Context: an optimization exercise on an open-source flow, tuned for a short achievable clock period and few clock cycles. The choices shown serve that exercise and are no tape-out recipe. In this exercise RTL edits were held to simulation tests only and were not proved equivalent to the original. Power is estimated from default activity; no workload was simulated.

## flow/design.v (module list and top-level ports; edited modules follow where they fit)
// module alu: 19 lines
// module mul_s1: 587 lines
// module mul_s2: 388 lines
// module rfile: 23 lines
// module mipse: 197 lines
module mipse(
input clk, rst_n,
input [32-1:0] instr,
input [32-1:0] readdata,
output reg [32-1:0] pc,
output [32-1:0] aluout,
output [32-1:0] writedata,
output memwrite);
  // ...
==> flow/flow/run.sh <==
#!/bin/bash
set -euo pipefail
cd "$(dirname "$0")/.."
MARGIN=$(cat flow/margin.txt)
bash standard.sh ADDER_MAP_FILE= SETUP_SLACK_MARGIN=$MARGIN finish > make_finish.log 2>&1
==> flow/flow/margin.txt <==
6.5
==> flow/standard.sh <==
#!/bin/bash
# synth_recipe.tcl (not shown) runs the flow's synth.tcl, then flattens the netlist and writes it again
# the make line also repeats each setting of config.mk as NAME=value (left out here)
make -C /OpenROAD-flow-scripts/flow DESIGN_CONFIG=/design/flow/config.mk WORK_HOME=/design/flow/orfs CLKGATE_MAP_FILE= SYNTH_SCRIPT=/design/flow/synth_recipe.tcl "${@:-finish}"
==> flow/config.mk <==
export PLATFORM = sky130hd
export DESIGN_NAME = mipse
export DESIGN_NICKNAME = mipse
export VERILOG_FILES = /design/flow/design.v
export SDC_FILE = /design/flow/constraint.sdc
export NUM_CORES = 4
export LEC_CHECK = 0
export CAP_MARGIN = 20
export CORE_MARGIN = 2
export CORE_UTILIZATION = 40
export SLEW_MARGIN = 20
==> flow/constraint.sdc <==
create_clock -name core_clock -period 10.0 [get_ports {clk}]
set_input_delay 2.0000 -clock core_clock [delete_from_list [all_inputs] [get_ports {clk}]]
set_output_delay 2.0000 -clock core_clock [all_outputs]
set_load 0.01 [all_outputs]
==> run summary, run 1 <==
Mapped Cells=approximately 8400; WL met1=147000 um; DR vias/cell=7.25; post-synthesis mux area share=2.23%; Overflow after GRT=0; Gate power share=about 60%; Routed Wire Length=430000 um; status=finished clean; vias in the first global route=77200; met2 global-route usage=50.7%; H-tree depth=4; initial DRC count=between 15000 and 20000; min cycle time layout=4.32 ns; worst reg2reg startpoint=fBM$_DFFE_PN_; number of well taps=2871; core area=220000 um^2; synthesized-area fraction occupied by xor and xnor cells=7.83%; synthesized area=88300 um^2; Fin. Hold Viols=0; Worst-Skew Late Latency=0.87 ns; Multi-input gate area=43800 um^2; WHS=0.392 ns; Remaining DRCs=0; crit-path cells=buf_12 -> buf_4 -> a22o_4 -> o31ai_4 -> xnor2_1 -> nand2_1 -> a31oi_1 -> o21ai_0 -> nor2_2 -> o31ai_4 -> a21o_4 -> a311oi_4 -> buf_4 -> o21ai_4 -> o211ai_1 -> a21oi_2 -> maj3_1 -> o221ai_1; estimated wirelength of the detail-placed design=244000 um; final sequential cell count=~1600; Cells after DPL=10900; Repair and plain buffers=814; postcts setup bufs=206; worst flop-to-flop path endpoint=aluoutM[30]$_DFF_P_; Final Total Pwr=approximately 41000 uW; actual slew at the worst max-slew pin=1.37 ns; initial antenna violation count=24; Largest regs=rfile_1.rf x992, csM x167; sequential cell area=~45000 um^2; Fill cells=between 15000 and 20000; Max-Cap Viols=0; Data arrival, critical path=5.09 ns; Site Rows=172; Final GP Congestion=1.01; Comb power=24800 uW; Crit path max-delay family=compound AO/OA/AOI/OAI gates
Testbench counts, summed over its fixed seeds: cycles 16,224.
==> module alu, before the edit <==
module alu (
  input [32-1:0] a, b,
  input [32-1:0] la, lb,
  input sub, slti, logic_op,
  input [2:0] lsel,            
  output [32-1:0] y);
  wire [32-1:0] sum = a + (sub ? ~b : b) + {31'b0, sub};
  reg [32-1:0] ly;
  always @* begin
    case (lsel)
      3'd0: ly = la & lb;
      3'd1: ly = la | lb;
      3'd2: ly = la ^ lb;
      3'd3: ly = ~(la | lb);
      default: ly = lb;
    endcase
  end
  assign y = logic_op ? ly : slti ? {31'b0, sum[31]} : sum;
endmodule
==> module mipse, before the edit <==
module mipse(
input clk, rst_n,
input [32-1:0] instr,
input [32-1:0] readdata,
output reg [32-1:0] pc,
output [32-1:0] aluout,
output [32-1:0] writedata,
output memwrite);
reg [32-1:0] instrD, pcplus4D;
wire stall, mispredE, predD;
wire [32-1:0] pcplus4F = pc + 4;
wire [32-1:0] targetD, redirE;
always @(posedge clk or negedge rst_n) begin
  if (!rst_n) pc <= 0;
  else if (mispredE) pc <= redirE;
  else if (!stall) pc <= predD ? targetD : pcplus4F;
end
reg validD;
always @(posedge clk or negedge rst_n) begin
  if (!rst_n) begin
    instrD <= 0;
    pcplus4D <= 0;
    validD <= 0;
  end else if (!stall) begin
    instrD <= instr;
    pcplus4D <= pcplus4F;
    validD <= ~mispredE;
  end
end
reg [32-1:1] sel1D, sel2D;
reg byp1D, byp2D;
wire wrM_w;
wire [5-1:0] dstM_w;
wire [5-1:0] rsF = instr[25:21], rtF = instr[20:16];
wire [5-1:0] rsH = instrD[25:21], rtH = instrD[20:16];
integer k;
always @(posedge clk) begin
  if (!stall)
    for (k = 1; k < 32; k = k + 1) begin
      sel1D[k] <= (rsF == k);
      sel2D[k] <= (rtF == k);
    end
  byp1D <= wrM_w & (dstM_w == (stall ? rsH : rsF));
  byp2D <= wrM_w & (dstM_w == (stall ? rtH : rtF));
end
wire [6-1:0] opD = instrD[31:26];
wire [5-1:0] rsD = instrD[25:21], rtD = instrD[20:16], rdD = instrD[15:11];
wire [5:0] fnD = instrD[5:0];
wire [16-1:0] immD = instrD[15:0];
wire rtypeD = (opD == 6'b000000);
wire r_aluD = rtypeD & (fnD[5:3] == 3'b100);
wire r_logD = r_aluD & fnD[2];
wire multD = rtypeD & (fnD == 6'b011000);
wire lwD = (opD == 6'b100011);
wire swD = (opD == 6'b101011);
wire gradeD = (opD == 6'b101100);
wire luiD = (opD == 6'b001111);
wire addiD = (opD == 6'b001000);
wire oriD = (opD == 6'b001101);
wire sltiD = (opD == 6'b001010);
wire beqD = (opD == 6'b000100);
wire bneD = (opD == 6'b000101);
wire branchD = beqD | bneD;
wire [5-1:0] dstD = rtypeD ? rdD : rtD;
wire wrD = validD & (lwD | r_aluD | multD | luiD | addiD | oriD | sltiD) & (dstD != 0);
wire memwD = validD & (swD | gradeD);
wire subD = (r_aluD & ~fnD[2] & fnD[1]) | sltiD;
wire logicD = r_logD | oriD | luiD;
wire [2:0] lselD = r_aluD ? {1'b0, fnD[1:0]} : oriD ? 3'd1 : 3'd4;
wire [32-1:0] immxD = oriD ? {16'b0, immD} :
                           luiD ? {immD, 16'b0} :
                           {{16{immD[15]}}, immD};
wire [32-1:0] sextD = {{16{immD[15]}}, immD};
assign targetD = pcplus4D + {sextD[29:0], 2'b00};
assign predD = validD & branchD & immD[15];
wire usesA = ~luiD;
wire usesB = rtypeD | swD | gradeD | branchD;
wire fastA = r_logD | oriD;
wire fastB = r_logD | swD;
reg wrE, memwE, lwE, multE, branchE;
reg [5-1:0] dstE;
reg wrM, memwM, lwM, multM;
reg [5-1:0] dstM;
reg wrW;
reg [5-1:0] dstW;
reg [32-1:0] resultW, multW;
reg mulW;
wire matchAE = usesA & wrE & (dstE == rsD);
wire matchBE = usesB & wrE & (dstE == rtD);
assign stall = (matchAE & (multE | (lwE & ~fastA))) |
               (matchBE & (multE | (lwE & ~fastB)));
wire fAM_D = matchAE & ~lwE;
wire fARD_D = matchAE & lwE;
wire mAW_D = ~matchAE & wrM & (dstM == rsD);
wire fAW_D = mAW_D & ~multM;
wire fAX_D = mAW_D & multM;
wire fBM_D = matchBE & ~lwE;
wire fBRD_D = matchBE & lwE;
wire mBW_D = ~matchBE & wrM & (dstM == rtD);
wire fBW_D = mBW_D & ~multM;
wire fBX_D = mBW_D & multM;
wire [32-1:0] rf1, rf2;
wire [32-1:0] wdW = mulW ? multW : resultW;
rfile rfile_1(.clk(clk), .s1(sel1D), .rd1(rf1), .s2(sel2D), .rd2(rf2),
    .wd3(wdW), .a3(dstW), .we3(wrW));
wire [32-1:0] rd1D = byp1D ? wdW : rf1;
wire [32-1:0] rd2D = byp2D ? wdW : rf2;
reg [32-1:0] rd1E, rd2E, immE, targetE;
reg subE, sltiE, logicE, useImmE, gradeE, kE, predE;
reg [2:0] lselE;
reg fAM, fARD, fAW, fAX, fAR, fBM, fBRD, fBW, fBX, fBR;
always @(posedge clk) begin
  if (!stall) begin
    rd1E <= rd1D;
    rd2E <= rd2D;
    immE <= immxD;
    targetE <= targetD;
    subE <= subD;
    sltiE <= sltiD;
    logicE <= logicD;
    lselE <= lselD;
    useImmE <= ~rtypeD;
    gradeE <= gradeD;
    kE <= bneD ^ predD;
    predE <= predD;
    dstE <= dstD;
    fAM <= fAM_D; fARD <= fARD_D; fAW <= fAW_D; fAX <= fAX_D; fAR <= ~fAM_D & ~mAW_D;
    fBM <= fBM_D; fBRD <= fBRD_D; fBW <= fBW_D; fBX <= fBX_D; fBR <= ~fBM_D & ~mBW_D;
  end
end
always @(posedge clk or negedge rst_n) begin
  if (!rst_n) begin
    wrE <= 0; memwE <= 0; lwE <= 0; multE <= 0; branchE <= 0;
  end else if (stall) begin
    wrE <= 0; memwE <= 0; lwE <= 0; multE <= 0; branchE <= 0;
  end else begin
    wrE <= wrD; memwE <= memwD; lwE <= validD & lwD; multE <= validD & multD;
    branchE <= validD & branchD;
  end
end
reg [32-1:0] aluoutM, writedataM;
reg [167-1:0] csM;
wire [32-1:0] srcA = ({32{fAM}} & aluoutM) | ({32{fAW}} & resultW) |
                          ({32{fAX}} & multW) | ({32{fAR}} & rd1E);
wire [32-1:0] srcB = ({32{fBM}} & aluoutM) | ({32{fBW}} & resultW) |
                          ({32{fBX}} & multW) | ({32{fBR}} & rd2E);
wire [32-1:0] op2 = useImmE ? immE : srcB;
wire [32-1:0] la = fARD ? readdata : srcA;
wire [32-1:0] lb = fBRD ? readdata : op2;
wire [32-1:0] aluoutE;
alu alu_1(.a(srcA), .b(op2), .la(la), .lb(lb), .sub(subE), .slti(sltiE),
    .logic_op(logicE), .lsel(lselE), .y(aluoutE));
wire [2:0] gradeoutE =
	(srcB >= 85) ? 3'd5 :
	(srcB >= 60) ? 3'd4 :
	(srcB >= 40) ? 3'd3 :
	(srcB >= 10) ? 3'd2 : 3'd1;
wire [32-1:0] wdE = gradeE ? {29'b0, gradeoutE} : fBRD ? readdata : srcB;
wire eqE = (srcA == srcB);
assign mispredE = branchE & (eqE ^ kE);
assign redirE = predE ? pcplus4D : targetE;
wire [167-1:0] csE;
mul_s1 mul_s1_1(.a(srcA), .b(srcB), .cs(csE));
always @(posedge clk) begin
  aluoutM <= aluoutE;
  writedataM <= wdE;
  csM <= csE;
  dstM <= dstE;
  lwM <= lwE;
  multM <= multE;
end
assign wrM_w = wrM;
assign dstM_w = dstM;
always @(posedge clk or negedge rst_n) begin
  if (!rst_n) begin
    wrM <= 0; memwM <= 0;
  end else begin
    wrM <= wrE; memwM <= memwE;
  end
end
assign aluout = aluoutM;
assign writedata = writedataM;
assign memwrite = memwM;
wire [32-1:0] multP;
mul_s2 mul_s2_1(.cs(csM), .p(multP));
wire [32-1:0] resultM = lwM ? readdata : aluoutM;
always @(posedge clk) begin
  resultW <= resultM;
  multW <= multP;
  mulW <= multM;
  dstW <= dstM;
end
always @(posedge clk or negedge rst_n) begin
  if (!rst_n) wrW <= 0;
  else wrW <= wrM;
end
endmodule
==> run 2, diff against run 1 <==
--- a/flow/design.v
+++ b/flow/design.v
@@ -1,28 +1,43 @@
 module alu (
   input [32-1:0] a, b,
   input [32-1:0] la, lb,
   input sub, slti, logic_op,
   input [2:0] lsel,            
   output [32-1:0] y);
-  wire [32-1:0] sum = a + (sub ? ~b : b) + {31'b0, sub};
+  wire [32-1:0] sum = a + b + {31'b0, sub};
   reg [32-1:0] ly;
   always @* begin
     case (lsel)
       3'd0: ly = la & lb;
       3'd1: ly = la | lb;
       3'd2: ly = la ^ lb;
       3'd3: ly = ~(la | lb);
       default: ly = lb;
     endcase
   end
   assign y = logic_op ? ly : slti ? {31'b0, sum[31]} : sum;
 endmodule
-module mul_s1(input [31:0] a, input [31:0] b, output [166:0] cs);
+module add32 (
+  input [32-1:0] a, b,
+  output [32-1:0] y);
+  assign y = a + b;
+endmodule
+module inc4 (
+  input [32-1:0] a,
+  output [32-1:0] y);
+  assign y = a + 4;
+endmodule
+module eq32 (
+  input [32-1:0] a, b,
+  output y);
+  assign y = (a == b);
+endmodule
+module mul_s1(input [31:0] a, input [31:0] b, output [118:0] cs);
   wire neg0 = b[1];
   wire one0 = b[0] ^ 1'b0;
   wire two0 = (b[1] & ~b[0] & ~1'b0) | (~b[1] & b[0] & 1'b0);
   wire pp1 = (one0 & a[0]) ^ neg0;
   wire pp2 = ((one0 & a[1]) | (two0 & a[0])) ^ neg0;
   wire pp3 = ((one0 & a[2]) | (two0 & a[1])) ^ neg0;
   wire pp4 = ((one0 & a[3]) | (two0 & a[2])) ^ neg0;
   wire pp5 = ((one0 & a[4]) | (two0 & a[3])) ^ neg0;
@@ -597,19 +612,119 @@
   wire s529 = c396 ^ c398 ^ c400;
   wire c530 = (c396 & c398) | (c396 & c400) | (c398 & c400);
   wire s531 = s409 ^ s411 ^ s413;
   wire c532 = (s409 & s411) | (s409 & s413) | (s411 & s413);
   wire s533 = s415 ^ c304 ^ c402;
   wire c534 = (s415 & c304) | (s415 & c402) | (c304 & c402);
   wire s535 = c404 ^ c406 ^ c408;
   wire c536 = (c404 & c406) | (c404 & c408) | (c406 & c408);
-  assign cs = {c530, c528, c526, s535, s533, s531, c524, c522, c520, s529, s527, s525, c518, c516, c514, s523, s521, s519, c512, c510, c508, s517, s515, s513, c506, c504, c502, s511, s509, s507, c500, c498, c496, s505, s503, s501, c494, c492, c490, s499, s497, s495, c488, c486, c484, s493, s491, s489, c482, c480, c478, s487, s485, s483, c476, c474, c472, s481, s479, s477, c470, c468, c466, s475, s473, s471, c464, c462, c460, s469, s467, s465, c458, c456, c454, s463, s461, s459, c452, c450, c448, s457, s455, s453, c446, c444, c442, s451, s449, s447, c440, c438, c436, s445, s443, s441, c434, c432, c430, s439, s437, s435, c428, c426, neg7, s433, s431, s429, c424, c422, pp164, pp144, s427, s425, c420, neg6, pp163, pp143, s423, s421, c418, pp142, pp120, pp96, pp70, s419, neg5, pp141, pp119, pp95, pp69, s417, pp118, pp94, pp68, pp40, pp10, neg4, pp117, pp93, pp67, pp39, pp9, pp92, pp66, pp38, pp8, neg3, pp91, pp65, pp37, pp7, pp64, pp36, pp6, neg2, pp63, pp35, pp5, pp34, pp4, neg1, pp33, pp3, pp2, neg0, pp1};
+  wire s537 = pp7 ^ pp37;
+  wire c538 = pp7 & pp37;
+  wire s539 = pp8 ^ pp38;
+  wire c540 = pp8 & pp38;
+  wire s541 = pp9 ^ pp39 ^ pp67;
+  wire c542 = (pp9 & pp39) | (pp9 & pp67) | (pp39 & pp67);
+  wire s543 = pp93 ^ pp117;
+  wire c544 = pp93 & pp117;
+  wire s545 = pp10 ^ pp40 ^ pp68;
+  wire c546 = (pp10 & pp40) | (pp10 & pp68) | (pp40 & pp68);
+  wire s547 = pp94 ^ pp118;
+  wire c548 = pp94 & pp118;
+  wire s549 = s417 ^ pp69 ^ pp95;
+  wire c550 = (s417 & pp69) | (s417 & pp95) | (pp69 & pp95);
+  wire s551 = pp119 ^ pp141 ^ neg5;
+  wire c552 = (pp119 & pp141) | (pp119 & neg5) | (pp141 & neg5);
+  wire s553 = s419 ^ pp70 ^ pp96;
+  wire c554 = (s419 & pp70) | (s419 & pp96) | (pp70 & pp96);
+  wire s555 = pp120 ^ pp142 ^ c418;
+  wire c556 = (pp120 & pp142) | (pp120 & c418) | (pp142 & c418);
+  wire s557 = s421 ^ s423 ^ pp143;
+  wire c558 = (s421 & s423) | (s421 & pp143) | (s423 & pp143);
+  wire s559 = pp163 ^ neg6 ^ c420;
+  wire c560 = (pp163 & neg6) | (pp163 & c420) | (neg6 & c420);
+  wire s561 = s425 ^ s427 ^ pp144;
+  wire c562 = (s425 & s427) | (s425 & pp144) | (s427 & pp144);
+  wire s563 = pp164 ^ c422 ^ c424;
+  wire c564 = (pp164 & c422) | (pp164 & c424) | (c422 & c424);
+  wire s565 = s429 ^ s431 ^ s433;
+  wire c566 = (s429 & s431) | (s429 & s433) | (s431 & s433);
+  wire s567 = neg7 ^ c426 ^ c428;
+  wire c568 = (neg7 & c426) | (neg7 & c428) | (c426 & c428);
+  wire s569 = s435 ^ s437 ^ s439;
+  wire c570 = (s435 & s437) | (s435 & s439) | (s437 & s439);
+  wire s571 = c430 ^ c432 ^ c434;
+  wire c572 = (c430 & c432) | (c430 & c434) | (c432 & c434);
+  wire s573 = s441 ^ s443 ^ s445;
+  wire c574 = (s441 & s443) | (s441 & s445) | (s443 & s445);
+  wire s575 = c436 ^ c438 ^ c440;
+  wire c576 = (c436 & c438) | (c436 & c440) | (c438 & c440);
+  wire s577 = s447 ^ s449 ^ s451;
+  wire c578 = (s447 & s449) | (s447 & s451) | (s449 & s451);
+  wire s579 = c442 ^ c444 ^ c446;
+  wire c580 = (c442 & c444) | (c442 & c446) | (c444 & c446);
+  wire s581 = s453 ^ s455 ^ s457;
+  wire c582 = (s453 & s455) | (s453 & s457) | (s455 & s457);
+  wire s583 = c448 ^ c450 ^ c452;
+  wire c584 = (c448 & c450) | (c448 & c452) | (c450 & c452);
+  wire s585 = s459 ^ s461 ^ s463;
+  wire c586 = (s459 & s461) | (s459 & s463) | (s461 & s463);
+  wire s587 = c454 ^ c456 ^ c458;
+  wire c588 = (c454 & c456) | (c454 & c458) | (c456 & c458);
+  wire s589 = s465 ^ s467 ^ s469;
+  wire c590 = (s465 & s467) | (s465 & s469) | (s467 & s469);
+  wire s591 = c460 ^ c462 ^ c464;
+  wire c592 = (c460 & c462) | (c460 & c464) | (c462 & c464);
+  wire s593 = s471 ^ s473 ^ s475;
+  wire c594 = (s471 & s473) | (s471 & s475) | (s473 & s475);
+  wire s595 = c466 ^ c468 ^ c470;
+  wire c596 = (c466 & c468) | (c466 & c470) | (c468 & c470);
+  wire s597 = s477 ^ s479 ^ s481;
+  wire c598 = (s477 & s479) | (s477 & s481) | (s479 & s481);
+  wire s599 = c472 ^ c474 ^ c476;
+  wire c600 = (c472 & c474) | (c472 & c476) | (c474 & c476);
+  wire s601 = s483 ^ s485 ^ s487;
+  wire c602 = (s483 & s485) | (s483 & s487) | (s485 & s487);
+  wire s603 = c478 ^ c480 ^ c482;
+  wire c604 = (c478 & c480) | (c478 & c482) | (c480 & c482);
+  wire s605 = s489 ^ s491 ^ s493;
+  wire c606 = (s489 & s491) | (s489 & s493) | (s491 & s493);
+  wire s607 = c484 ^ c486 ^ c488;
+  wire c608 = (c484 & c486) | (c484 & c488) | (c486 & c488);
+  wire s609 = s495 ^ s497 ^ s499;
+  wire c610 = (s495 & s497) | (s495 & s499) | (s497 & s499);
+  wire s611 = c490 ^ c492 ^ c494;
+  wire c612 = (c490 & c492) | (c490 & c494) | (c492 & c494);
+  wire s613 = s501 ^ s503 ^ s505;
+  wire c614 = (s501 & s503) | (s501 & s505) | (s503 & s505);
+  wire s615 = c496 ^ c498 ^ c500;
+  wire c616 = (c496 & c498) | (c496 & c500) | (c498 & c500);
+  wire s617 = s507 ^ s509 ^ s511;
+  wire c618 = (s507 & s509) | (s507 & s511) | (s509 & s511);
+  wire s619 = c502 ^ c504 ^ c506;
+  wire c620 = (c502 & c504) | (c502 & c506) | (c504 & c506);
+  wire s621 = s513 ^ s515 ^ s517;
+  wire c622 = (s513 & s515) | (s513 & s517) | (s515 & s517);
+  wire s623 = c508 ^ c510 ^ c512;
+  wire c624 = (c508 & c510) | (c508 & c512) | (c510 & c512);
+  wire s625 = s519 ^ s521 ^ s523;
+  wire c626 = (s519 & s521) | (s519 & s523) | (s521 & s523);
+  wire s627 = c514 ^ c516 ^ c518;
+  wire c628 = (c514 & c516) | (c514 & c518) | (c516 & c518);
+  wire s629 = s525 ^ s527 ^ s529;
+  wire c630 = (s525 & s527) | (s525 & s529) | (s527 & s529);
+  wire s631 = c520 ^ c522 ^ c524;
+  wire c632 = (c520 & c522) | (c520 & c524) | (c522 & c524);
+  wire s633 = s531 ^ s533 ^ s535;
+  wire c634 = (s531 & s533) | (s531 & s535) | (s533 & s535);
+  wire s635 = c526 ^ c528 ^ c530;
+  wire c636 = (c526 & c528) | (c526 & c530) | (c528 & c530);
+  assign cs = {c632, c630, s635, s633, c628, c626, s631, s629, c624, c622, s627, s625, c620, c618, s623, s621, c616, c614, s619, s617, c612, c610, s615, s613, c608, c606, s611, s609, c604, c602, s607, s605, c600, c598, s603, s601, c596, c594, s599, s597, c592, c590, s595, s593, c588, c586, s591, s589, c584, c582, s587, s585, c580, c578, s583, s581, c576, c574, s579, s577, c572, c570, s575, s573, c568, c566, s571, s569, c564, c562, s567, s565, c560, c558, s563, s561, c556, c554, s559, s557, c552, c550, s555, s553, c548, c546, s551, s549, c544, c542, s547, s545, c540, neg4, s543, s541, c538, pp92, pp66, s539, neg3, pp91, pp65, s537, pp64, pp36, pp6, neg2, pp63, pp35, pp5, pp34, pp4, neg1, pp33, pp3, pp2, neg0, pp1};
 endmodule
-module mul_s2(input [166:0] cs, output [31:0] p);
+module mul_s2(input [118:0] cs, output [31:0] p);
   wire v0 = cs[0];
   wire v1 = cs[1];
   wire v2 = cs[2];
   wire v3 = cs[3];
   wire v4 = cs[4];
   wire v5 = cs[5];
   wire v6 = cs[6];
   wire v7 = cs[7];
@@ -719,282 +834,134 @@
   wire v111 = cs[111];
   wire v112 = cs[112];
   wire v113 = cs[113];
   wire v114 = cs[114];
   wire v115 = cs[115];
   wire v116 = cs[116];
   wire v117 = cs[117];
   wire v118 = cs[118];
-  wire v119 = cs[119];
-  wire v120 = cs[120];
-  wire v121 = cs[121];
-  wire v122 = cs[122];
-  wire v123 = cs[123];
-  wire v124 = cs[124];
-  wire v125 = cs[125];
-  wire v126 = cs[126];
-  wire v127 = cs[127];
-  wire v128 = cs[128];
-  wire v129 = cs[129];
-  wire v130 = cs[130];
-  wire v131 = cs[131];
-  wire v132 = cs[132];
-  wire v133 = cs[133];
-  wire v134 = cs[134];
-  wire v135 = cs[135];
-  wire v136 = cs[136];
-  wire v137 = cs[137];
-  wire v138 = cs[138];
-  wire v139 = cs[139];
-  wire v140 = cs[140];
-  wire v141 = cs[141];
-  wire v142 = cs[142];
-  wire v143 = cs[143];
-  wire v144 = cs[144];
-  wire v145 = cs[145];
-  wire v146 = cs[146];
-  wire v147 = cs[147];
-  wire v148 = cs[148];
-  wire v149 = cs[149];
-  wire v150 = cs[150];
-  wire v151 = cs[151];
-  wire v152 = cs[152];
-  wire v153 = cs[153];
-  wire v154 = cs[154];
-  wire v155 = cs[155];
-  wire v156 = cs[156];
-  wire v157 = cs[157];
-  wire v158 = cs[158];
-  wire v159 = cs[159];
-  wire v160 = cs[160];
-  wire v161 = cs[161];
-  wire v162 = cs[162];
-  wire v163 = cs[163];
-  wire v164 = cs[164];
-  wire v165 = cs[165];
-  wire v166 = cs[166];
-  wire s1 = v15 ^ v16;
-  wire c2 = v15 & v16;
-  wire s3 = v20 ^ v21;
-  wire c4 = v20 & v21;
-  wire s5 = v24 ^ v25 ^ v26;
-  wire c6 = (v24 & v25) | (v24 & v26) | (v25 & v26);
-  wire s7 = v27 ^ v28;
-  wire c8 = v27 & v28;
-  wire s9 = v30 ^ v31 ^ v32;
-  wire c10 = (v30 & v31) | (v30 & v32) | (v31 & v32);
-  wire s11 = v33 ^ v34;
-  wire c12 = v33 & v34;
-  wire s13 = v35 ^ v36 ^ v37;
-  wire c14 = (v35 & v36) | (v35 & v37) | (v36 & v37);
-  wire s15 = v38 ^ v39 ^ v40;
-  wire c16 = (v38 & v39) | (v38 & v40) | (v39 & v40);
-  wire s17 = v41 ^ v42 ^ v43;
-  wire c18 = (v41 & v42) | (v41 & v43) | (v42 & v43);
-  wire s19 = v44 ^ v45 ^ v46;
-  wire c20 = (v44 & v45) | (v44 & v46) | (v45 & v46);
+  wire s1 = v8 ^ v9;
+  wire c2 = v8 & v9;
+  wire s3 = v12 ^ v13;
+  wire c4 = v12 & v13;
+  wire s5 = v15 ^ v16 ^ v17;
+  wire c6 = (v15 & v16) | (v15 & v17) | (v16 & v17);
+  wire s7 = v19 ^ v20 ^ v21;
+  wire c8 = (v19 & v20) | (v19 & v21) | (v20 & v21);
+  wire s9 = v23 ^ v24 ^ v25;
+  wire c10 = (v23 & v24) | (v23 & v25) | (v24 & v25);
+  wire s11 = v27 ^ v28 ^ v29;
+  wire c12 = (v27 & v28) | (v27 & v29) | (v28 & v29);
+  wire s13 = v31 ^ v32 ^ v33;
+  wire c14 = (v31 & v32) | (v31 & v33) | (v32 & v33);
+  wire s15 = v35 ^ v36 ^ v37;
+  wire c16 = (v35 & v36) | (v35 & v37) | (v36 & v37);
+  wire s17 = v39 ^ v40 ^ v41;
+  wire c18 = (v39 & v40) | (v39 & v41) | (v40 & v41);
+  wire s19 = v43 ^ v44 ^ v45;
+  wire c20 = (v43 & v44) | (v43 & v45) | (v44 & v45);
   wire s21 = v47 ^ v48 ^ v49;
   wire c22 = (v47 & v48) | (v47 & v49) | (v48 & v49);
-  wire s23 = v50 ^ v51 ^ v52;
-  wire c24 = (v50 & v51) | (v50 & v52) | (v51 & v52);
-  wire s25 = v53 ^ v54 ^ v55;
-  wire c26 = (v53 & v54) | (v53 & v55) | (v54 & v55);
-  wire s27 = v56 ^ v57 ^ v58;
-  wire c28 = (v56 & v57) | (v56 & v58) | (v57 & v58);
-  wire s29 = v59 ^ v60 ^ v61;
-  wire c30 = (v59 & v60) | (v59 & v61) | (v60 & v61);
-  wire s31 = v62 ^ v63 ^ v64;
-  wire c32 = (v62 & v63) | (v62 & v64) | (v63 & v64);
-  wire s33 = v65 ^ v66 ^ v67;
-  wire c34 = (v65 & v66) | (v65 & v67) | (v66 & v67);
-  wire s35 = v68 ^ v69 ^ v70;
-  wire c36 = (v68 & v69) | (v68 & v70) | (v69 & v70);
-  wire s37 = v71 ^ v72 ^ v73;
-  wire c38 = (v71 & v72) | (v71 & v73) | (v72 & v73);
-  wire s39 = v74 ^ v75 ^ v76;
-  wire c40 = (v74 & v75) | (v74 & v76) | (v75 & v76);
-  wire s41 = v77 ^ v78 ^ v79;
-  wire c42 = (v77 & v78) | (v77 & v79) | (v78 & v79);
-  wire s43 = v80 ^ v81 ^ v82;
-  wire c44 = (v80 & v81) | (v80 & v82) | (v81 & v82);
-  wire s45 = v83 ^ v84 ^ v85;
-  wire c46 = (v83 & v84) | (v83 & v85) | (v84 & v85);
-  wire s47 = v86 ^ v87 ^ v88;
-  wire c48 = (v86 & v87) | (v86 & v88) | (v87 & v88);
-  wire s49 = v89 ^ v90 ^ v91;
-  wire c50 = (v89 & v90) | (v89 & v91) | (v90 & v91);
-  wire s51 = v92 ^ v93 ^ v94;
-  wire c52 = (v92 & v93) | (v92 & v94) | (v93 & v94);
-  wire s53 = v95 ^ v96 ^ v97;
-  wire c54 = (v95 & v96) | (v95 & v97) | (v96 & v97);
-  wire s55 = v98 ^ v99 ^ v100;
-  wire c56 = (v98 & v99) | (v98 & v100) | (v99 & v100);
-  wire s57 = v101 ^ v102 ^ v103;
-  wire c58 = (v101 & v102) | (v101 & v103) | (v102 & v103);
-  wire s59 = v104 ^ v105 ^ v106;
-  wire c60 = (v104 & v105) | (v104 & v106) | (v105 & v106);
-  wire s61 = v107 ^ v108 ^ v109;
-  wire c62 = (v107 & v108) | (v107 & v109) | (v108 & v109);
-  wire s63 = v110 ^ v111 ^ v112;
-  wire c64 = (v110 & v111) | (v110 & v112) | (v111 & v112);
-  wire s65 = v113 ^ v114 ^ v115;
-  wire c66 = (v113 & v114) | (v113 & v115) | (v114 & v115);
-  wire s67 = v116 ^ v117 ^ v118;
-  wire c68 = (v116 & v117) | (v116 & v118) | (v117 & v118);
-  wire s69 = v119 ^ v120 ^ v121;
-  wire c70 = (v119 & v120) | (v119 & v121) | (v120 & v121);
-  wire s71 = v122 ^ v123 ^ v124;
-  wire c72 = (v122 & v123) | (v122 & v124) | (v123 & v124);
-  wire s73 = v125 ^ v126 ^ v127;
-  wire c74 = (v125 & v126) | (v125 & v127) | (v126 & v127);
-  wire s75 = v128 ^ v129 ^ v130;
-  wire c76 = (v128 & v129) | (v128 & v130) | (v129 & v130);
-  wire s77 = v131 ^ v132 ^ v133;
-  wire c78 = (v131 & v132) | (v131 & v133) | (v132 & v133);
-  wire s79 = v134 ^ v135 ^ v136;
-  wire c80 = (v134 & v135) | (v134 & v136) | (v135 & v136);
-  wire s81 = v137 ^ v138 ^ v139;
-  wire c82 = (v137 & v138) | (v137 & v139) | (v138 & v139);
-  wire s83 = v140 ^ v141 ^ v142;
-  wire c84 = (v140 & v141) | (v140 & v142) | (v141 & v142);
-  wire s85 = v143 ^ v144 ^ v145;
-  wire c86 = (v143 & v144) | (v143 & v145) | (v144 & v145);
-  wire s87 = v146 ^ v147 ^ v148;
-  wire c88 = (v146 & v147) | (v146 & v148) | (v147 & v148);
-  wire s89 = v149 ^ v150 ^ v151;
-  wire c90 = (v149 & v150) | (v149 & v151) | (v150 & v151);
-  wire s91 = v152 ^ v153 ^ v154;
-  wire c92 = (v152 & v153) | (v152 & v154) | (v153 & v154);
-  wire s93 = v155 ^ v156 ^ v157;
-  wire c94 = (v155 & v156) | (v155 & v157) | (v156 & v157);
-  wire s95 = v158 ^ v159 ^ v160;
-  wire c96 = (v158 & v159) | (v158 & v160) | (v159 & v160);
-  wire s97 = v161 ^ v162 ^ v163;
-  wire c98 = (v161 & v162) | (v161 & v163) | (v162 & v163);
-  wire s99 = v164 ^ v165 ^ v166;
-  wire c100 = (v164 & v165) | (v164 & v166) | (v165 & v166);
-  wire s101 = v8 ^ v9;
-  wire c102 = v8 & v9;
-  wire s103 = v12 ^ v13;
-  wire c104 = v12 & v13;
-  wire s105 = s1 ^ v17 ^ v18;
-  wire c106 = (s1 & v17) | (s1 & v18) | (v17 & v18);
-  wire s107 = s3 ^ v22 ^ v23;
-  wire c108 = (s3 & v22) | (s3 & v23) | (v22 & v23);
-  wire s109 = s5 ^ s7 ^ v29;
-  wire c110 = (s5 & s7) | (s5 & v29) | (s7 & v29);
-  wire s111 = s9 ^ s11 ^ c6;
-  wire c112 = (s9 & s11) | (s9 & c6) | (s11 & c6);
-  wire s113 = s13 ^ s15 ^ c10;
-  wire c114 = (s13 & s15) | (s13 & c10) | (s15 & c10);
-  wire s115 = s17 ^ s19 ^ c14;
-  wire c116 = (s17 & s19) | (s17 & c14) | (s19 & c14);
-  wire s117 = s21 ^ s23 ^ c18;
-  wire c118 = (s21 & s23) | (s21 & c18) | (s23 & c18);
-  wire s119 = s25 ^ s27 ^ c22;
-  wire c120 = (s25 & s27) | (s25 & c22) | (s27 & c22);
-  wire s121 = s29 ^ s31 ^ c26;
-  wire c122 = (s29 & s31) | (s29 & c26) | (s31 & c26);
-  wire s123 = s33 ^ s35 ^ c30;
-  wire c124 = (s33 & s35) | (s33 & c30) | (s35 & c30);
-  wire s125 = s37 ^ s39 ^ c34;
-  wire c126 = (s37 & s39) | (s37 & c34) | (s39 & c34);
-  wire s127 = s41 ^ s43 ^ c38;
-  wire c128 = (s41 & s43) | (s41 & c38) | (s43 & c38);
-  wire s129 = s45 ^ s47 ^ c42;
-  wire c130 = (s45 & s47) | (s45 & c42) | (s47 & c42);
-  wire s131 = s49 ^ s51 ^ c46;
-  wire c132 = (s49 & s51) | (s49 & c46) | (s51 & c46);
-  wire s133 = s53 ^ s55 ^ c50;
-  wire c134 = (s53 & s55) | (s53 & c50) | (s55 & c50);
-  wire s135 = s57 ^ s59 ^ c54;
-  wire c136 = (s57 & s59) | (s57 & c54) | (s59 & c54);
-  wire s137 = s61 ^ s63 ^ c58;
-  wire c138 = (s61 & s63) | (s61 & c58) | (s63 & c58);
-  wire s139 = s65 ^ s67 ^ c62;
-  wire c140 = (s65 & s67) | (s65 & c62) | (s67 & c62);
-  wire s141 = s69 ^ s71 ^ c66;
-  wire c142 = (s69 & s71) | (s69 & c66) | (s71 & c66);
-  wire s143 = s73 ^ s75 ^ c70;
-  wire c144 = (s73 & s75) | (s73 & c70) | (s75 & c70);
-  wire s145 = s77 ^ s79 ^ c74;
-  wire c146 = (s77 & s79) | (s77 & c74) | (s79 & c74);
-  wire s147 = s81 ^ s83 ^ c78;
-  wire c148 = (s81 & s83) | (s81 & c78) | (s83 & c78);
-  wire s149 = s85 ^ s87 ^ c82;
-  wire c150 = (s85 & s87) | (s85 & c82) | (s87 & c82);
-  wire s151 = s89 ^ s91 ^ c86;
-  wire c152 = (s89 & s91) | (s89 & c86) | (s91 & c86);
-  wire s153 = s93 ^ s95 ^ c90;
-  wire c154 = (s93 & s95) | (s93 & c90) | (s95 & c90);
-  wire s155 = s97 ^ s99 ^ c94;
-  wire c156 = (s97 & s99) | (s97 & c94) | (s99 & c94);
-  wire s157 = v3 ^ v4;
-  wire c158 = v3 & v4;
-  wire s159 = v6 ^ v7;
-  wire c160 = v6 & v7;
-  wire s161 = s101 ^ v10 ^ v11;
-  wire c162 = (s101 & v10) | (s101 & v11) | (v10 & v11);
-  wire s163 = s103 ^ v14 ^ c102;
-  wire c164 = (s103 & v14) | (s103 & c102) | (v14 & c102);
-  wire s165 = s105 ^ v19 ^ c104;
-  wire c166 = (s105 & v19) | (s105 & c104) | (v19 & c104);
-  wire s167 = s107 ^ c2 ^ c106;
-  wire c168 = (s107 & c2) | (s107 & c106) | (c2 & c106);
-  wire s169 = s109 ^ c4 ^ c108;
-  wire c170 = (s109 & c4) | (s109 & c108) | (c4 & c108);
-  wire s171 = s111 ^ c8 ^ c110;
-  wire c172 = (s111 & c8) | (s111 & c110) | (c8 & c110);
-  wire s173 = s113 ^ c12 ^ c112;
-  wire c174 = (s113 & c12) | (s113 & c112) | (c12 & c112);
-  wire s175 = s115 ^ c16 ^ c114;
-  wire c176 = (s115 & c16) | (s115 & c114) | (c16 & c114);
-  wire s177 = s117 ^ c20 ^ c116;
-  wire c178 = (s117 & c20) | (s117 & c116) | (c20 & c116);
-  wire s179 = s119 ^ c24 ^ c118;
-  wire c180 = (s119 & c24) | (s119 & c118) | (c24 & c118);
-  wire s181 = s121 ^ c28 ^ c120;
-  wire c182 = (s121 & c28) | (s121 & c120) | (c28 & c120);
-  wire s183 = s123 ^ c32 ^ c122;
-  wire c184 = (s123 & c32) | (s123 & c122) | (c32 & c122);
-  wire s185 = s125 ^ c36 ^ c124;
-  wire c186 = (s125 & c36) | (s125 & c124) | (c36 & c124);
-  wire s187 = s127 ^ c40 ^ c126;
-  wire c188 = (s127 & c40) | (s127 & c126) | (c40 & c126);
-  wire s189 = s129 ^ c44 ^ c128;
-  wire c190 = (s129 & c44) | (s129 & c128) | (c44 & c128);
-  wire s191 = s131 ^ c48 ^ c130;
-  wire c192 = (s131 & c48) | (s131 & c130) | (c48 & c130);
-  wire s193 = s133 ^ c52 ^ c132;
-  wire c194 = (s133 & c52) | (s133 & c132) | (c52 & c132);
-  wire s195 = s135 ^ c56 ^ c134;
-  wire c196 = (s135 & c56) | (s135 & c134) | (c56 & c134);
-  wire s197 = s137 ^ c60 ^ c136;
-  wire c198 = (s137 & c60) | (s137 & c136) | (c60 & c136);
-  wire s199 = s139 ^ c64 ^ c138;
-  wire c200 = (s139 & c64) | (s139 & c138) | (c64 & c138);
-  wire s201 = s141 ^ c68 ^ c140;
-  wire c202 = (s141 & c68) | (s141 & c140) | (c68 & c140);
-  wire s203 = s143 ^ c72 ^ c142;
-  wire c204 = (s143 & c72) | (s143 & c142) | (c72 & c142);
-  wire s205 = s145 ^ c76 ^ c144;
-  wire c206 = (s145 & c76) | (s145 & c144) | (c76 & c144);
-  wire s207 = s147 ^ c80 ^ c146;
-  wire c208 = (s147 & c80) | (s147 & c146) | (c80 & c146);
-  wire s209 = s149 ^ c84 ^ c148;
-  wire c210 = (s149 & c84) | (s149 & c148) | (c84 & c148);
-  wire s211 = s151 ^ c88 ^ c150;
-  wire c212 = (s151 & c88) | (s151 & c150) | (c88 & c150);
-  wire s213 = s153 ^ c92 ^ c152;
-  wire c214 = (s153 & c92) | (s153 & c152) | (c92 & c152);
-  wire s215 = s155 ^ c96 ^ c154;
-  wire c216 = (s155 & c96) | (s155 & c154) | (c96 & c154);
-  wire [31:0] ra = {s215, s213, s211, s209, s207, s205, s203, s201, s199, s197, s195, s193, s191, s189, s187, s185, s183, s181, s179, s177, s175, s173, s171, s169, s167, s165, s163, s161, s159, s157, v2, v0};
-  wire [31:0] rb = {c214, c212, c210, c208, c206, c204, c202, c200, c198, c196, c194, c192, c190, c188, c186, c184, c182, c180, c178, c176, c174, c172, c170, c168, c166, c164, c162, c160, c158, v5, 1'b0, v1};
+  wire s23 = v51 ^ v52 ^ v53;
+  wire c24 = (v51 & v52) | (v51 & v53) | (v52 & v53);
+  wire s25 = v55 ^ v56 ^ v57;
+  wire c26 = (v55 & v56) | (v55 & v57) | (v56 & v57);
+  wire s27 = v59 ^ v60 ^ v61;
+  wire c28 = (v59 & v60) | (v59 & v61) | (v60 & v61);
+  wire s29 = v63 ^ v64 ^ v65;
+  wire c30 = (v63 & v64) | (v63 & v65) | (v64 & v65);
+  wire s31 = v67 ^ v68 ^ v69;
+  wire c32 = (v67 & v68) | (v67 & v69) | (v68 & v69);
+  wire s33 = v71 ^ v72 ^ v73;
+  wire c34 = (v71 & v72) | (v71 & v73) | (v72 & v73);
+  wire s35 = v75 ^ v76 ^ v77;
+  wire c36 = (v75 & v76) | (v75 & v77) | (v76 & v77);
+  wire s37 = v79 ^ v80 ^ v81;
+  wire c38 = (v79 & v80) | (v79 & v81) | (v80 & v81);
+  wire s39 = v83 ^ v84 ^ v85;
+  wire c40 = (v83 & v84) | (v83 & v85) | (v84 & v85);
+  wire s41 = v87 ^ v88 ^ v89;
+  wire c42 = (v87 & v88) | (v87 & v89) | (v88 & v89);
+  wire s43 = v91 ^ v92 ^ v93;
+  wire c44 = (v91 & v92) | (v91 & v93) | (v92 & v93);
+  wire s45 = v95 ^ v96 ^ v97;
+  wire c46 = (v95 & v96) | (v95 & v97) | (v96 & v97);
+  wire s47 = v99 ^ v100 ^ v101;
+  wire c48 = (v99 & v100) | (v99 & v101) | (v100 & v101);
+  wire s49 = v103 ^ v104 ^ v105;
+  wire c50 = (v103 & v104) | (v103 & v105) | (v104 & v105);
+  wire s51 = v107 ^ v108 ^ v109;
+  wire c52 = (v107 & v108) | (v107 & v109) | (v108 & v109);
+  wire s53 = v111 ^ v112 ^ v113;
+  wire c54 = (v111 & v112) | (v111 & v113) | (v112 & v113);
+  wire s55 = v115 ^ v116 ^ v117;
+  wire c56 = (v115 & v116) | (v115 & v117) | (v116 & v117);
+  wire s57 = v3 ^ v4;
+  wire c58 = v3 & v4;
+  wire s59 = v6 ^ v7;
+  wire c60 = v6 & v7;
+  wire s61 = s1 ^ v10 ^ v11;
+  wire c62 = (s1 & v10) | (s1 & v11) | (v10 & v11);
+  wire s63 = s3 ^ v14 ^ c2;
+  wire c64 = (s3 & v14) | (s3 & c2) | (v14 & c2);
+  wire s65 = s5 ^ v18 ^ c4;
+  wire c66 = (s5 & v18) | (s5 & c4) | (v18 & c4);
+  wire s67 = s7 ^ v22 ^ c6;
+  wire c68 = (s7 & v22) | (s7 & c6) | (v22 & c6);
+  wire s69 = s9 ^ v26 ^ c8;
+  wire c70 = (s9 & v26) | (s9 & c8) | (v26 & c8);
+  wire s71 = s11 ^ v30 ^ c10;
+  wire c72 = (s11 & v30) | (s11 & c10) | (v30 & c10);
+  wire s73 = s13 ^ v34 ^ c12;
+  wire c74 = (s13 & v34) | (s13 & c12) | (v34 & c12);
+  wire s75 = s15 ^ v38 ^ c14;
+  wire c76 = (s15 & v38) | (s15 & c14) | (v38 & c14);
+  wire s77 = s17 ^ v42 ^ c16;
+  wire c78 = (s17 & v42) | (s17 & c16) | (v42 & c16);
+  wire s79 = s19 ^ v46 ^ c18;
+  wire c80 = (s19 & v46) | (s19 & c18) | (v46 & c18);
+  wire s81 = s21 ^ v50 ^ c20;
+  wire c82 = (s21 & v50) | (s21 & c20) | (v50 & c20);
+  wire s83 = s23 ^ v54 ^ c22;
+  wire c84 = (s23 & v54) | (s23 & c22) | (v54 & c22);
+  wire s85 = s25 ^ v58 ^ c24;
+  wire c86 = (s25 & v58) | (s25 & c24) | (v58 & c24);
+  wire s87 = s27 ^ v62 ^ c26;
+  wire c88 = (s27 & v62) | (s27 & c26) | (v62 & c26);
+  wire s89 = s29 ^ v66 ^ c28;
+  wire c90 = (s29 & v66) | (s29 & c28) | (v66 & c28);
+  wire s91 = s31 ^ v70 ^ c30;
+  wire c92 = (s31 & v70) | (s31 & c30) | (v70 & c30);
+  wire s93 = s33 ^ v74 ^ c32;
+  wire c94 = (s33 & v74) | (s33 & c32) | (v74 & c32);
+  wire s95 = s35 ^ v78 ^ c34;
+  wire c96 = (s35 & v78) | (s35 & c34) | (v78 & c34);
+  wire s97 = s37 ^ v82 ^ c36;
+  wire c98 = (s37 & v82) | (s37 & c36) | (v82 & c36);
+  wire s99 = s39 ^ v86 ^ c38;
+  wire c100 = (s39 & v86) | (s39 & c38) | (v86 & c38);
+  wire s101 = s41 ^ v90 ^ c40;
+  wire c102 = (s41 & v90) | (s41 & c40) | (v90 & c40);
+  wire s103 = s43 ^ v94 ^ c42;
+  wire c104 = (s43 & v94) | (s43 & c42) | (v94 & c42);
+  wire s105 = s45 ^ v98 ^ c44;
+  wire c106 = (s45 & v98) | (s45 & c44) | (v98 & c44);
+  wire s107 = s47 ^ v102 ^ c46;
+  wire c108 = (s47 & v102) | (s47 & c46) | (v102 & c46);
+  wire s109 = s49 ^ v106 ^ c48;
+  wire c110 = (s49 & v106) | (s49 & c48) | (v106 & c48);
+  wire s111 = s51 ^ v110 ^ c50;
+  wire c112 = (s51 & v110) | (s51 & c50) | (v110 & c50);
+  wire s113 = s53 ^ v114 ^ c52;
+  wire c114 = (s53 & v114) | (s53 & c52) | (v114 & c52);
+  wire s115 = s55 ^ v118 ^ c54;
+  wire c116 = (s55 & v118) | (s55 & c54) | (v118 & c54);
+  wire [31:0] ra = {s115, s113, s111, s109, s107, s105, s103, s101, s99, s97, s95, s93, s91, s89, s87, s85, s83, s81, s79, s77, s75, s73, s71, s69, s67, s65, s63, s61, s59, s57, v2, v0};
+  wire [31:0] rb = {c114, c112, c110, c108, c106, c104, c102, c100, c98, c96, c94, c92, c90, c88, c86, c84, c82, c80, c78, c76, c74, c72, c70, c68, c66, c64, c62, c60, c58, v5, 1'b0, v1};
   assign p = ra + rb;
 endmodule
 module rfile (
  input clk,
  input [32-1:1] s1, s2,
  input [5-1:0] a3,
  output [32-1:0] rd1, rd2,
  input [32-1:0] wd3,
@@ -1020,17 +987,18 @@
 input [32-1:0] instr,
 input [32-1:0] readdata,
 output reg [32-1:0] pc,
 output [32-1:0] aluout,
 output [32-1:0] writedata,
 output memwrite);
 reg [32-1:0] instrD, pcplus4D;
 wire stall, mispredE, predD;
-wire [32-1:0] pcplus4F = pc + 4;
+wire [32-1:0] pcplus4F;
+inc4 inc4_1(.a(pc), .y(pcplus4F));
 wire [32-1:0] targetD, redirE;
 always @(posedge clk or negedge rst_n) begin
   if (!rst_n) pc <= 0;
   else if (mispredE) pc <= redirE;
   else if (!stall) pc <= predD ? targetD : pcplus4F;
 end
 reg validD;
 always @(posedge clk or negedge rst_n) begin
@@ -1083,106 +1051,131 @@
 wire memwD = validD & (swD | gradeD);
 wire subD = (r_aluD & ~fnD[2] & fnD[1]) | sltiD;
 wire logicD = r_logD | oriD | luiD;
 wire [2:0] lselD = r_aluD ? {1'b0, fnD[1:0]} : oriD ? 3'd1 : 3'd4;
 wire [32-1:0] immxD = oriD ? {16'b0, immD} :
                            luiD ? {immD, 16'b0} :
                            {{16{immD[15]}}, immD};
 wire [32-1:0] sextD = {{16{immD[15]}}, immD};
-assign targetD = pcplus4D + {sextD[29:0], 2'b00};
+wire [32-1:0] immaD = sltiD ? ~sextD : immxD;
+wire subRD = r_aluD & ~fnD[2] & fnD[1];
+add32 add32_1(.a(pcplus4D), .b({sextD[29:0], 2'b00}), .y(targetD));
 assign predD = validD & branchD & immD[15];
 wire usesA = ~luiD;
 wire usesB = rtypeD | swD | gradeD | branchD;
 wire fastA = r_logD | oriD;
 wire fastB = r_logD | swD;
 reg wrE, memwE, lwE, multE, branchE;
 reg [5-1:0] dstE;
 reg wrM, memwM, lwM, multM;
 reg [5-1:0] dstM;
 reg wrW;
 reg [5-1:0] dstW;
 reg [32-1:0] resultW, multW;
 reg mulW;
 wire matchAE = usesA & wrE & (dstE == rsD);
 wire matchBE = usesB & wrE & (dstE == rtD);
+wire matchAM = usesA & ~matchAE & wrM & (dstM == rsD);
+wire matchBM = usesB & ~matchBE & wrM & (dstM == rtD);
 assign stall = (matchAE & (multE | (lwE & ~fastA))) |
-               (matchBE & (multE | (lwE & ~fastB)));
+               (matchBE & (multE | (lwE & ~fastB))) |
+               (branchD & multM & (matchAM | matchBM));
 wire fAM_D = matchAE & ~lwE;
 wire fARD_D = matchAE & lwE;
 wire mAW_D = ~matchAE & wrM & (dstM == rsD);
 wire fAW_D = mAW_D & ~multM;
 wire fAX_D = mAW_D & multM;
 wire fBM_D = matchBE & ~lwE;
 wire fBRD_D = matchBE & lwE;
 wire mBW_D = ~matchBE & wrM & (dstM == rtD);
 wire fBW_D = mBW_D & ~multM;
 wire fBX_D = mBW_D & multM;
 wire [32-1:0] rf1, rf2;
 wire [32-1:0] wdW = mulW ? multW : resultW;
 rfile rfile_1(.clk(clk), .s1(sel1D), .rd1(rf1), .s2(sel2D), .rd2(rf2),
     .wd3(wdW), .a3(dstW), .we3(wrW));
 wire [32-1:0] rd1D = byp1D ? wdW : rf1;
 wire [32-1:0] rd2D = byp2D ? wdW : rf2;
-reg [32-1:0] rd1E, rd2E, immE, targetE;
-reg subE, sltiE, logicE, useImmE, gradeE, kE, predE;
+wire [32-1:0] aluoutE, resultM;
+wire [32-1:0] opA_D = ({32{fAM_D}} & aluoutE) | ({32{fAW_D}} & resultM) |
+                           ({32{~fAM_D & ~fAW_D}} & rd1D);
+wire [32-1:0] opB_D = ({32{fBM_D}} & aluoutE) | ({32{fBW_D}} & resultM) |
+                           ({32{~fBM_D & ~fBW_D}} & rd2D);
+wire selRB_D = ~fBM_D & ~fBW_D;
+wire hE = rtypeD & fBM_D & ~subRD, hEn = rtypeD & fBM_D & subRD;
+wire hM = rtypeD & fBW_D & ~subRD, hMn = rtypeD & fBW_D & subRD;
+wire hR = rtypeD & selRB_D & ~subRD, hRn = rtypeD & selRB_D & subRD;
+wire [32-1:0] op2_D =
+  ({32{hE}} & aluoutE) | ({32{hEn}} & ~aluoutE) |
+  ({32{hM}} & resultM) | ({32{hMn}} & ~resultM) |
+  ({32{hR}} & rd2D)    | ({32{hRn}} & ~rd2D) |
+  ({32{~rtypeD}} & immaD);
+reg [32-1:0] opA_E, opB_E, op2_E, targetE;
+reg subE, sltiE, logicE, gradeE, kE, predE;
 reg [2:0] lselE;
-reg fAM, fARD, fAW, fAX, fAR, fBM, fBRD, fBW, fBX, fBR;
+reg fARD, fAX, fBRD, fBX, gX, gXn;
+reg fAXm, fBXm;
+always @(posedge clk) begin
+  opA_E <= opA_D;
+  opB_E <= opB_D;
+  op2_E <= op2_D;
+end
 always @(posedge clk) begin
   if (!stall) begin
-    rd1E <= rd1D;
-    rd2E <= rd2D;
-    immE <= immxD;
     targetE <= targetD;
     subE <= subD;
     sltiE <= sltiD;
     logicE <= logicD;
     lselE <= lselD;
-    useImmE <= ~rtypeD;
     gradeE <= gradeD;
     kE <= bneD ^ predD;
     predE <= predD;
     dstE <= dstD;
-    fAM <= fAM_D; fARD <= fARD_D; fAW <= fAW_D; fAX <= fAX_D; fAR <= ~fAM_D & ~mAW_D;
-    fBM <= fBM_D; fBRD <= fBRD_D; fBW <= fBW_D; fBX <= fBX_D; fBR <= ~fBM_D & ~mBW_D;
+    fARD <= fARD_D; fAX <= fAX_D & ~multD;
+    fBRD <= fBRD_D; fBX <= fBX_D & ~multD;
+    fAXm <= fAX_D & multD;
+    fBXm <= fBX_D & multD;
+    gX <= rtypeD & ~subRD & fBX_D;
+    gXn <= rtypeD & subRD & fBX_D;
   end
 end
 always @(posedge clk or negedge rst_n) begin
   if (!rst_n) begin
     wrE <= 0; memwE <= 0; lwE <= 0; multE <= 0; branchE <= 0;
   end else if (stall) begin
     wrE <= 0; memwE <= 0; lwE <= 0; multE <= 0; branchE <= 0;
   end else begin
     wrE <= wrD; memwE <= memwD; lwE <= validD & lwD; multE <= validD & multD;
     branchE <= validD & branchD;
   end
 end
 reg [32-1:0] aluoutM, writedataM;
-reg [167-1:0] csM;
-wire [32-1:0] srcA = ({32{fAM}} & aluoutM) | ({32{fAW}} & resultW) |
-                          ({32{fAX}} & multW) | ({32{fAR}} & rd1E);
-wire [32-1:0] srcB = ({32{fBM}} & aluoutM) | ({32{fBW}} & resultW) |
-                          ({32{fBX}} & multW) | ({32{fBR}} & rd2E);
-wire [32-1:0] op2 = useImmE ? immE : srcB;
+reg [119-1:0] csM;
+wire [32-1:0] srcA = fAX ? multW : opA_E;
+wire [32-1:0] srcB = fBX ? multW : opB_E;
+wire [32-1:0] op2x = gX ? multW : gXn ? ~multW : op2_E;
 wire [32-1:0] la = fARD ? readdata : srcA;
-wire [32-1:0] lb = fBRD ? readdata : op2;
-wire [32-1:0] aluoutE;
-alu alu_1(.a(srcA), .b(op2), .la(la), .lb(lb), .sub(subE), .slti(sltiE),
+wire [32-1:0] lb = fBRD ? readdata : op2x;
+alu alu_1(.a(srcA), .b(op2x), .la(la), .lb(lb), .sub(subE), .slti(sltiE),
     .logic_op(logicE), .lsel(lselE), .y(aluoutE));
 wire [2:0] gradeoutE =
 	(srcB >= 85) ? 3'd5 :
 	(srcB >= 60) ? 3'd4 :
 	(srcB >= 40) ? 3'd3 :
 	(srcB >= 10) ? 3'd2 : 3'd1;
 wire [32-1:0] wdE = gradeE ? {29'b0, gradeoutE} : fBRD ? readdata : srcB;
-wire eqE = (srcA == srcB);
+wire eqE;
+eq32 eq32_1(.a(opA_E), .b(opB_E), .y(eqE));
 assign mispredE = branchE & (eqE ^ kE);
 assign redirE = predE ? pcplus4D : targetE;
-wire [167-1:0] csE;
-mul_s1 mul_s1_1(.a(srcA), .b(srcB), .cs(csE));
+wire [119-1:0] csE;
+wire [32-1:0] srcAm = fAXm ? multW : opA_E;
+wire [32-1:0] srcBm = fBXm ? multW : opB_E;
+mul_s1 mul_s1_1(.a(srcAm), .b(srcBm), .cs(csE));
 always @(posedge clk) begin
   aluoutM <= aluoutE;
   writedataM <= wdE;
   csM <= csE;
   dstM <= dstE;
   lwM <= lwE;
   multM <= multE;
 end
@@ -1195,17 +1188,17 @@
     wrM <= wrE; memwM <= memwE;
   end
 end
 assign aluout = aluoutM;
 assign writedata = writedataM;
 assign memwrite = memwM;
 wire [32-1:0] multP;
 mul_s2 mul_s2_1(.cs(csM), .p(multP));
-wire [32-1:0] resultM = lwM ? readdata : aluoutM;
+assign resultM = lwM ? readdata : aluoutM;
 always @(posedge clk) begin
   resultW <= resultM;
   multW <= multP;
   mulW <= multM;
   dstW <= dstM;
 end
 always @(posedge clk or negedge rst_n) begin
   if (!rst_n) wrW <= 0;
==> flow/flow/run.sh (replaced) <==
#!/bin/bash
# The standard layout (standard.sh: the standard flow's synthesis script, so the
# same registers with the same names), with these changes to how the layout
# is made:
#  - synthesis: ADDER_MAP_FILE empty, so adders and the multiplier's
#    compressor trees are mapped by ABC like the rest of the logic instead of
#    to fa/ha cells; and ABC may not use the slow 4-input OR/NOR and the
#    non-inverting AND-OR / OR-AND cells listed in flow/synth_dont_use.txt
#    (on top of the platform's own don't-use list);
set -euo pipefail
cd "$(dirname "$0")/.."
MARGIN=$(cat flow/margin.txt)
# the platform's own don't-use list (make's command line replaces it):
# the sky130_fd_sc_hd__ cells of DONT_USE_CELLS in platforms/sky130hd/config.mk
# (the lines of that assignment: it continues while a line ends in a backslash)
PLAT=$(awk '/^export DONT_USE_CELLS \+= / {on=1} on {print; if ($0 !~ /\\$/) exit}' \
  "$FLOW_HOME/platforms/sky130hd/config.mk" | grep -o 'sky130_fd_sc_hd__[a-z0-9_]*' | tr '\n' ' ')
EXTRA=""
for c in $(cat flow/synth_dont_use.txt); do
  for s in 0 1 2 4; do EXTRA="$EXTRA sky130_fd_sc_hd__${c}_$s"; done
done
echo "synthesis don't-use list: $PLAT $EXTRA" > synth_dont_use.log
bash standard.sh ADDER_MAP_FILE= "DONT_USE_CELLS=$PLAT $EXTRA" synth > make_synth.log 2>&1
bash standard.sh SETUP_SLACK_MARGIN=$MARGIN finish > make_finish.log 2>&1
==> flow/flow/synth_dont_use.txt (new file) <==
or4 or4b or4bb nor4 nor4b nor4bb or3 or3b a21o a21bo a22o a2bb2o a211o a221o a2111o a31o a32o a311o a41o o21a o21ba o22a o2bb2a o211a o221a o2111a o31a o32a o311a o41a and4 and4b and4bb
==> flow/config.mk (replaced) <==
export PLATFORM = sky130hd
export DESIGN_NAME = mipse
export DESIGN_NICKNAME = mipse
export VERILOG_FILES = /design/flow/design.v
export SDC_FILE = /design/flow/constraint.sdc
export NUM_CORES = 4
export LEC_CHECK = 0
export CAP_MARGIN = 20
export CORE_MARGIN = 2
export CORE_UTILIZATION = 55
export PLACE_DENSITY = 0.72
export SLEW_MARGIN = 20
export SYNTH_HIERARCHICAL = 1
==> run 2 against run 1 <==
Effect of this change: critical path type unchanged; final cell count rose by 0.99%; core utilization rose by 15 points; sequential power fell by 2.0%; design area rose by 0.27%; hold slack got worse by 0.040 ns; power fell by 17%.
==> run summary, run 2 <==
part of the power in registers=27.9% (was 23.7%); cell with the most instances after synthesis=edfxtp_1 (unchanged); Remaining DRCs=0 (unchanged); Final Non-Filler Cells=11700 (was 11600); core area=167000 um^2 (was 220000 um^2); status=finished clean (unchanged); number of CTS-inserted buffers=166 (was 174); worst rel slew slack=8.30% (was 5.94%); Root Driver=clkbuf_16 (unchanged); setup TNS=0 ns (unchanged); Post-synth top cells=edfxtp_1 (1108), a22oi_1 (1033), nand2_1 (887) (was edfxtp_1 (1207), clkbuf_1 (626), o21ai_0 (562)); Top reg by flops=rfile_1.rf (unchanged); Final Total Pwr=34500 uW (was 41400 uW); Site Rows=150 (was 172); Fin. Hold Viols=0 (unchanged); Cell Pwr Density=320 nW/um^2 (was 385 nW/um^2); Max-Cap Viols=0 (unchanged); via count=83700 (was 84300); synth unique cells=107 (was 103); fin crit share=40.7% (was 43.2%); fin. max-slew vios=0 (unchanged); pin count of the biggest net entering global routing=100 (was 96); Die H=414 um (was 474 um); hold buffer count at cts=0 (unchanged); P&R area growth vs syn=16.5% (was 21.8%); I/O Buffers=162 (unchanged); GRT Total Usage=39.0% (was 36.4%); Mapped Cells=9350 (was 8368); Gate power share=53.7% (was 59.9%); Worst-Skew Late Latency=0.87 ns (about the same); VDD IR-drop max=0.000349 V (was 0.00118 V); endpoints failing setup=0 (unchanged); FF+latch count, synth=1571 (was 1622); Max clock buf depth=3 (unchanged); Post-synth EDFFs=1108 (was 1207); H-tree depth=4 (unchanged); Die X=414 um (was 474 um); dominant synthesized flop cell=edfxtp_1 (unchanged); Crit Path Max Fanout=7 (unchanged); required time worst endpoint=10.74 ns (was 10.77 ns); initial DRC count=13400 (was 17400); Largest regs=rfile_1.rf x992, csM x119 (was rfile_1.rf x992, csM x167); Worst Setup End Kind=flip-flop (unchanged); max FFs per register=992 (unchanged); initial antenna violation count=13 (was 24); layout cells sized above 1=18.9% (was 21.0%); Area contributors post-synth=edfxtp_1 (36%), a22oi_1 (8.4%), dfxtp_1 (7.7%) (was edfxtp_1 (41%), dfxtp_1 (7.0%), xnor2_1 (5.3%)); Overflow after GRT=0 (unchanged); final core area utilization=64.5% (was 49.0%); Data arrival, critical path=4.81 ns (was 5.09 ns); CTS tree=done (unchanged); WL per Instance=30.8 um (was 37.0 um); Reg clk slew, reported paths=0.06 ns (about the same); area leader, netlist=edfxtp_1 (unchanged); RSZ-0062 raised after global routing=true (unchanged); leak pwr=0.0374 uW (was 0.0370 uW); Final GP Congestion=1.03 (was 1.01); die area=172000 um^2 (was 225000 um^2); Hold Path Class=reg -> reg (unchanged); estimated wirelength of the detail-placed design=206000 um (was 244000 um); min cycle time layout=4.07 ns (was 4.32 ns); Clock Skews=0.0533 ns (was 0.0701 ns); Sink Count=1571 (was 1622); WHS=0.352 ns (was 0.392 ns); most common cell after layout, fill and taps aside=edfxtp_1 (unchanged); Sw Ratio=42.8% (was 45.2%); FMAX=246 MHz (was 232 MHz); top-area cell type share of the netlist area=36.0% (was 41.0%); mean post-synth cell area=9.90 um^2 (was 10.6 um^2); Async SR Flop Fraction=6.68% (was 6.47%); Cells after DPL=11000 (was 10900); TritonRoute pass-1 iters=13 (was 12); Synth warnings=9 (was 3); synthesized area=92500 um^2 (was 88300 um^2); Sw Pwr=14800 uW (was 18700 uW); Critical Path Start Type=flip-flop (unchanged); Starting Density=55.3% (was 40.2%); Routed Wire Length=362000 um (was 430000 um); clock power share=18.4% (was 16.4%); global-route wire length before repair=503000 um (was 583000 um); actual slew at the worst max-slew pin=1.36 ns (was 1.37 ns); DR vias/cell=7.13 (was 7.25); vias in the first global route=77500 (was 77200); Detail Route Antenna Nets=0 (unchanged); # IOs=163 (unchanged); r2r setup slk=5.93 ns (was 5.68 ns); sequential element share of the synthesized area=46.5% (was 51.0%); Int Pwr=19700 uW (was 22700 uW); Nets=9463 (was 8665); Crit Path Class=reg -> reg (unchanged); most frequent cells in the layout=edfxtp_1 (1108), a22oi_1 (1016), nand2_1 (873), nor2_1 (649), xnor2_1 (472) (was edfxtp_1 (1207), o21ai_0 (503), a21oi_1 (480), nand2_1 (475), buf_4 (461))
==> run 2: routing by layer <==
| metal | track usage (%) | routed length, um |
|---|---|---|
| met3 | 12.4 | 51600 |
| met4 | 28.4 | 34300 |
| met1 | 46.8 | 121000 |
| met5 | 0 | 40 |
| met2 | 59.2 | 155000 |
==> run 2: cell families (layout without fill, tap and decap cells) <==
family	after synthesis	after routing	synth area share, %
compound gates	2850	2850	21.0
simple gates	2548	2553	12.8
flops	1571	1571	46.5
buf+inv	1049	1203	5.44
xor+xnor	775	775	7.81
mux	291	311	3.43
fa+ha+maj	265	265	2.90
other cells	1	14	0.00405
==> run 2: cell type report <==
cell class                 count  area [um^2]
timing repair inverter         1         7.51
fill                       12700        59400
antenna                        8         20.0
multi-input combinational   6760        48500
timing repair buffer         698         7040
inverter                     199          783
tap                         2204         2760
sequential                  1571        43200
clock buffer                 205         4480
clock inverter               100         1130
==> run 2: power by group through the flow <==
stage	Clock [uW]	Sequential [uW]	Combinational, uW
6_report	6360	9600	18500
5_1_grt	6630	9610	19400
2_1_floorplan	0	9150	11800
3_3_place_gp	0	9550	14300
3_5_place_dp	0	9570	14600
4_1_cts	6370	9460	15900
==> run 2: path summary, 6_finish.rpt <==
check                                 from            endpoint  depth (start not counted)
setup / recovery             gXn$_DFFE_PN_   op2_E[12]$_DFF_P_                         20
hold / removal             memwE$_DFF_PN0_     memwM$_DFF_PN0_                          0
setup reg to reg             gXn$_DFFE_PN_   op2_E[12]$_DFF_P_                         20
hold reg to reg            memwE$_DFF_PN0_     memwM$_DFF_PN0_                          0
max in group asynchronous            rst_n  pc[10]$_DFFE_PN0P_                          2
min in group asynchronous            rst_n  pc[25]$_DFFE_PN0P_                          1
==> run 2: worst max-delay path: stages, from the launching register on <==
cell and delay, ns:
edfxtp_1 0.41, buf_6 0.16, buf_12 0.14, buf_16 0.15, nand2b_4 0.14, o211ai_1 0.17, buf_4 0.19, xor2_1 0.17
and2_4 0.19, buf_4 0.14, nand2_4 0.06, o21ai_4 0.08, a21oi_4 0.21, o31ai_4 0.09, maj3_2 0.33, maj3_2 0.33
xnor2_2 0.16, o22ai_4 0.34, nor2_1 0.11, a221oi_1 0.24, nand3_1 0.12
==> run 2: stage by stage <==
stage               setup slack [ns]  area [um^2]
finish                          5.93       108000
global route                    5.82       108000
CTS                             6.24       104000
detailed placement              5.39        94400
global placement                5.53        94400
floorplan                       6.37        92800
==> run 2: modules after synthesis (local to each module, per instance) <==
module,flops+latches,area (um^2)
inc4,0,606
mipse,579,24700
eq32,0,368
add32,0,1910
mul_s1,0,16900
mul_s2,0,3850
rfile,992,40400
alu,0,3860
==> run 2: what timing repair did <==
| item | in CTS | in global routing |
|---|---|---|
| buffers inserted | 154 | 173 |
| hold endpoints to repair | 0 | 0 |
| pin swaps | 117 | 224 |
| cloned | 36 | 29 |
| gates resized for setup | 641 | 501 |
| endpoints found under the setup margin | 502 | 258 |
Testbench counts of run 2, summed over its fixed seeds: cycles 16,224.

==> separate check: timing with driven ports <==
The results above use ideal ports. As a check the final layouts listed here were re-extracted and re-timed, cells and wires unchanged. Step 1 (the two cells are an assumption about what drives the block):
set clk [get_ports {clk}]
set_driving_cell -lib_cell sky130_fd_sc_hd__clkbuf_16 $clk
set_driving_cell -lib_cell sky130_fd_sc_hd__buf_2 [delete_from_list [all_inputs] $clk]
Step 2 moves the port delays by t, midway between the first and last clock arrival at a register: inputs arrive t later, outputs are due t later. That takes back most of the time a late clock gives input paths. Slacks: ideal / step 1 / step 2; pairs: ideal / step 1.
| run | t (ns) | setup slack, ns | clock arrival spread, ns | worst register clock-pin slew, ns | worst slew at a driven data input, ns |
|---|---|---|---|---|---|
| run 1 | 0.936 | 5.682 / 5.682 / 5.091 | 0.076 / 0.076 | 0.07 / 0.07 | 0.10 |
| run 2 | 0.927 | 5.930 / 5.930 / 5.450 | 0.055 / 0.055 | 0.07 / 0.07 | 0.07 |
After both steps every run listed still meets setup and hold. For run 1, which loses most, drivers alone change the setup slack by 0.000 ns; drivers and shift together by -0.591 ns.
